From an optimization exercise on the open Yosys and OpenROAD flow, aimed at small area; shortcuts taken in it are not production practice.
RTL that was checked went through simulation tests only; none was proved equivalent to the original.
No activity file was given, so power comes from the tool's default toggle rates.

==> flow/design.v (excerpt) <==
module top_level (
    clk, rst, seed,
    action, state, next_state, step_o, phase, episode_o, q_cur, q_next
);
For scale: ~9,100 cells after synthesis, ~1,200 flip-flops, roughly 170 I/O pins.
export LEC_CHECK = 0
export CAP_MARGIN = 20
export CORE_MARGIN = 2
export CORE_UTILIZATION = 50
export CTS_BUF_LIST = sky130_fd_sc_hd__clkbuf_8
export CTS_CLUSTER_DIAMETER = 80
export CTS_CLUSTER_SIZE = 15
export PLACE_DENSITY = 0.6
export SLEW_MARGIN = 20
export SYNTH_HIERARCHICAL = 1
export SYNTH_MINIMUM_KEEP_SIZE = 0
create_clock -name core_clock -period 20.0 [get_ports {clk}]
run.sh (not shown) runs the stock make flow with config.mk's settings and CLKGATE_MAP_FILE= SYNTH_SCRIPT=/design/flow/synth_recipe.tcl, a recipe that flattens the netlist after the stock synthesis.
Next try:
==> flow/flow/run.sh (new file) <==
#!/bin/bash
set -euo pipefail
export BUFFER_PORTS_ARGS="-buffer_cell sky130_fd_sc_hd__buf_1"
export CTS_ARGS="-sink_clustering_enable -repair_clock_nets -dont_use_dummy_load -buf_list sky130_fd_sc_hd__clkbuf_8 -sink_clustering_size 15 -sink_clustering_max_diameter 80"
bash standard.sh > standard.log 2>&1
==> flow/standard.sh (new file) <==
#!/bin/bash
# synth_recipe.tcl (not shown) runs the flow's synth.tcl, then flattens the netlist and writes it again
# the make line also repeats each setting of config.mk as NAME=value (left out here)
make -C /OpenROAD-flow-scripts/flow DESIGN_CONFIG=/design/flow/config.mk WORK_HOME=/design/flow/orfs CLKGATE_MAP_FILE= SYNTH_SCRIPT=/design/flow/synth_recipe.tcl "${@:-finish}"
--- a/flow/config.mk
+++ b/flow/config.mk
@@ -6,5 +6,5 @@
 export NUM_CORES = 8
 export LEC_CHECK = 0
-export CAP_MARGIN = 20
+export CAP_MARGIN = 5
 export CORE_MARGIN = 2
 export CORE_UTILIZATION = 50
@@ -13,5 +13,5 @@
 export CTS_CLUSTER_SIZE = 15
 export PLACE_DENSITY = 0.6
-export SLEW_MARGIN = 20
+export SLEW_MARGIN = 5
 export SYNTH_HIERARCHICAL = 1
 export SYNTH_MINIMUM_KEEP_SIZE = 0
removed: flow/run.sh
Outcome: The changed run completed with no timing, DRC or antenna violations; global-route usage goes down by 0.28 points; cell area goes down by 1.7%; routed wire length is lower by 0.94%.

========
v40:
top_level, a different RTL version from the one above (not shown whole).
Size in the first run: ~10000 cells after synthesis, roughly 170 I/O pins.
clock: 20.0 ns
lec_check: 0
cap_margin: 20
core_margin: 2
core_utilization: 30
cts_buf_list: sky130_fd_sc_hd__clkbuf_8
place_density: 0.45
slew_margin: 20
synth_hierarchical: 1
synth_minimum_keep_size: 0
Stock flow here: none of the scripts above is used.
v40 went all the way through the flow, and no timing, DRC or antenna check failed.
Edits applied to the flow inputs when going from v40 to v47:
diff --git a/flow/config.mk b/flow/config.mk
--- a/flow/config.mk
+++ b/flow/config.mk
@@ -11 +10,0 @@
-export CTS_BUF_LIST = sky130_fd_sc_hd__clkbuf_8
Minimum clock period delta (v47 − v40): unfavourable
Taking v40 as the reference, in v47 setup TNS barely changed, wire length of the first global-routing pass fell by about 0.36%, antenna diode count has increased, post-route total power saw an increase, worst hold slack across all endpoints has increased.
From v40 to v47 the numbers moved as follows: design area stayed essentially flat; worst setup slack went down by 18 ps; sequential share of layout area flat.
Input-level comparison between v12 and v47:
diff --git a/flow/config.mk b/flow/config.mk
--- a/flow/config.mk
+++ b/flow/config.mk
@@ -10,0 +11 @@
+export CTS_BUF_LIST = sky130_fd_sc_hd__clkbuf_4
## What came out
Going from v47 to v12, multi-input logic portion of the cell area climbed 0.61 points; width of the die barely changed; iteration count of the initial detailed-routing pass dropped 2.
v12 vs v47 — post-layout minimum cycle time dropped 19 ps.
Going from v47 to v12, the register share of total power was found to have gone up by 1.2 points.
Compared with v47, v12 shows a lower utilization.
Summary of v12 over v47: total length of routed wires moved up, peak supply drop moved up, design area moved down.
Input changes introduced in v9 (baseline for comparison: v12):
diff --git a/flow/config.mk b/flow/config.mk
--- a/flow/config.mk
+++ b/flow/config.mk
@@ -11,0 +12 @@
+export CTS_CLUSTER_SIZE = 30
--- outcome ---
- Going from v12 to v9, worst path setup slack after routing neither gained nor lost much; peak supply drop neither gained nor lost much; quantity of I/O buffers inserted on ports neither gained nor lost much; total global routing track utilization neither gained nor lost much; fraction of synthesis flops using an asynchronous set or reset pin neither gained nor lost much.
- v9 -> v12: routed wire length delta 0, exact match
- Between v9 and v12, the difference in sequential share of layout area is negligible.
- For total power after layout, v9 and v12 come out practically identical.
- From v9 to v12, final instance area did not move at all.

========
Another version of the RTL of top_level (not shown whole).
Size in the first run: about 1200 flip-flops, ~170 I/O pins.
==> flow/config.mk <==
export PLATFORM = sky130hd
export DESIGN_NAME = top_level
export DESIGN_NICKNAME = top_level
export VERILOG_FILES = /design/flow/design.v
export SDC_FILE = /design/flow/constraint.sdc
export NUM_CORES = 8
export LEC_CHECK = 0
export CAP_MARGIN = 20
export CORE_MARGIN = 2
export CORE_UTILIZATION = 30
export CTS_BUF_LIST = sky130_fd_sc_hd__clkbuf_8
export CTS_CLUSTER_DIAMETER = 80
export CTS_CLUSTER_SIZE = 15
export PLACE_DENSITY = 0.45
export SLEW_MARGIN = 20
export SYNTH_HIERARCHICAL = 1
export SYNTH_MINIMUM_KEEP_SIZE = 0
==> flow/constraint.sdc <==
create_clock -name core_clock -period 20.0 [get_ports {clk}]
set_input_delay 4.0000 -clock core_clock [delete_from_list [all_inputs] [get_ports {clk}]]
set_output_delay 4.0000 -clock core_clock [all_outputs]
set_load 0.01 [all_outputs]
standard.sh (not shown) runs the stock make flow with config.mk's settings and CLKGATE_MAP_FILE= SYNTH_SCRIPT=/design/flow/synth_recipe.tcl, a recipe that flattens the netlist after the stock synthesis.
==> flow/flow/run.sh <==
#!/bin/bash
set -euo pipefail
export BUFFER_PORTS_ARGS="-buffer_cell sky130_fd_sc_hd__buf_1"
export CTS_ARGS="-sink_clustering_enable -repair_clock_nets -dont_use_dummy_load -buf_list sky130_fd_sc_hd__clkbuf_8 -sink_clustering_size 15 -sink_clustering_max_diameter 80"
bash standard.sh > standard.log 2>&1
Next try:
CAP_MARGIN = 5   (was 20)
SLEW_MARGIN = 5   (was 20)
Result: The new run went through all stages and came out clean; worst setup slack degrades by 0.42 ns; total power stays flat; maximum frequency shrinks by 2.4%; die area stays the same; utilization stays flat; non-clock buffer count shrinks by 1; combinational power hardly moves; hold slack improves by 0.054 ns; clock skew shrinks by 0.039 ns; routed wire length barely changes; cell area barely changes.
Next try:
CAP_MARGIN = 20   (was 5)
CORE_UTILIZATION = 50   (was 30)
PLACE_DENSITY = 0.6   (was 0.45)
SLEW_MARGIN = 20   (was 5)
Result: The changed run ran to the end with no violations. Die area is lower by well over a third. Sequential share of layout area is higher by 0.58 points. Wire length is lower by roughly a tenth. Utilization is higher by 20 points. Final area is lower by a few percent. Sequential power barely changes. Via count is higher slightly. Synthesized cell count is unchanged. Total power is lower by a few percent. Cell count is lower by roughly a tenth. First-iteration DRC count is higher by a few percent.
No run of this note included a check of the RTL's function; only the layout flow was run.

re-timing with driven ports:
The flow's constraints put no driver on any port. The routed layouts listed below were extracted and timed again, unchanged, in two steps.
Step 1: set_driving_cell puts a clkbuf_16 on clk and a buf_2 on each other input, an assumption about the parent block.
Step 2 moves the port delays by t, midway between the first and last clock arrival at a register: inputs arrive t later, outputs are due t later. That takes back most of the time a late clock gives input paths.
Slacks: ideal / step 1 / step 2; pairs: ideal / step 1.
run	t, ns	setup slack, ns	slew at the worst register clock pin (ns)	pins driven straight from the clock port
the first run of note 1	0.952	1.370 / 1.370 / 1.370	0.12 / 0.12	1
the second run of note 1	0.927	1.540 / 1.540 / 1.540	0.11 / 0.11	1
v40	1.075	1.775 / 1.775 / 1.775	0.08 / 0.08	1
v47	0.903	1.757 / 1.757 / 1.757	0.08 / 0.08	1
v12	1.369	1.776 / 1.776 / 1.776	0.08 / 0.08	1
v9	1.369	1.776 / 1.776 / 1.776	0.08 / 0.08	1
the first run of note 3	0.930	2.756 / 2.756 / 2.756	0.11 / 0.11	1
the second run of note 3	0.923	2.335 / 2.335 / 2.335	0.11 / 0.11	1
the third run of note 3	0.922	3.061 / 3.061 / 3.061	0.12 / 0.12	1
After both steps setup and hold are still met in every run listed.
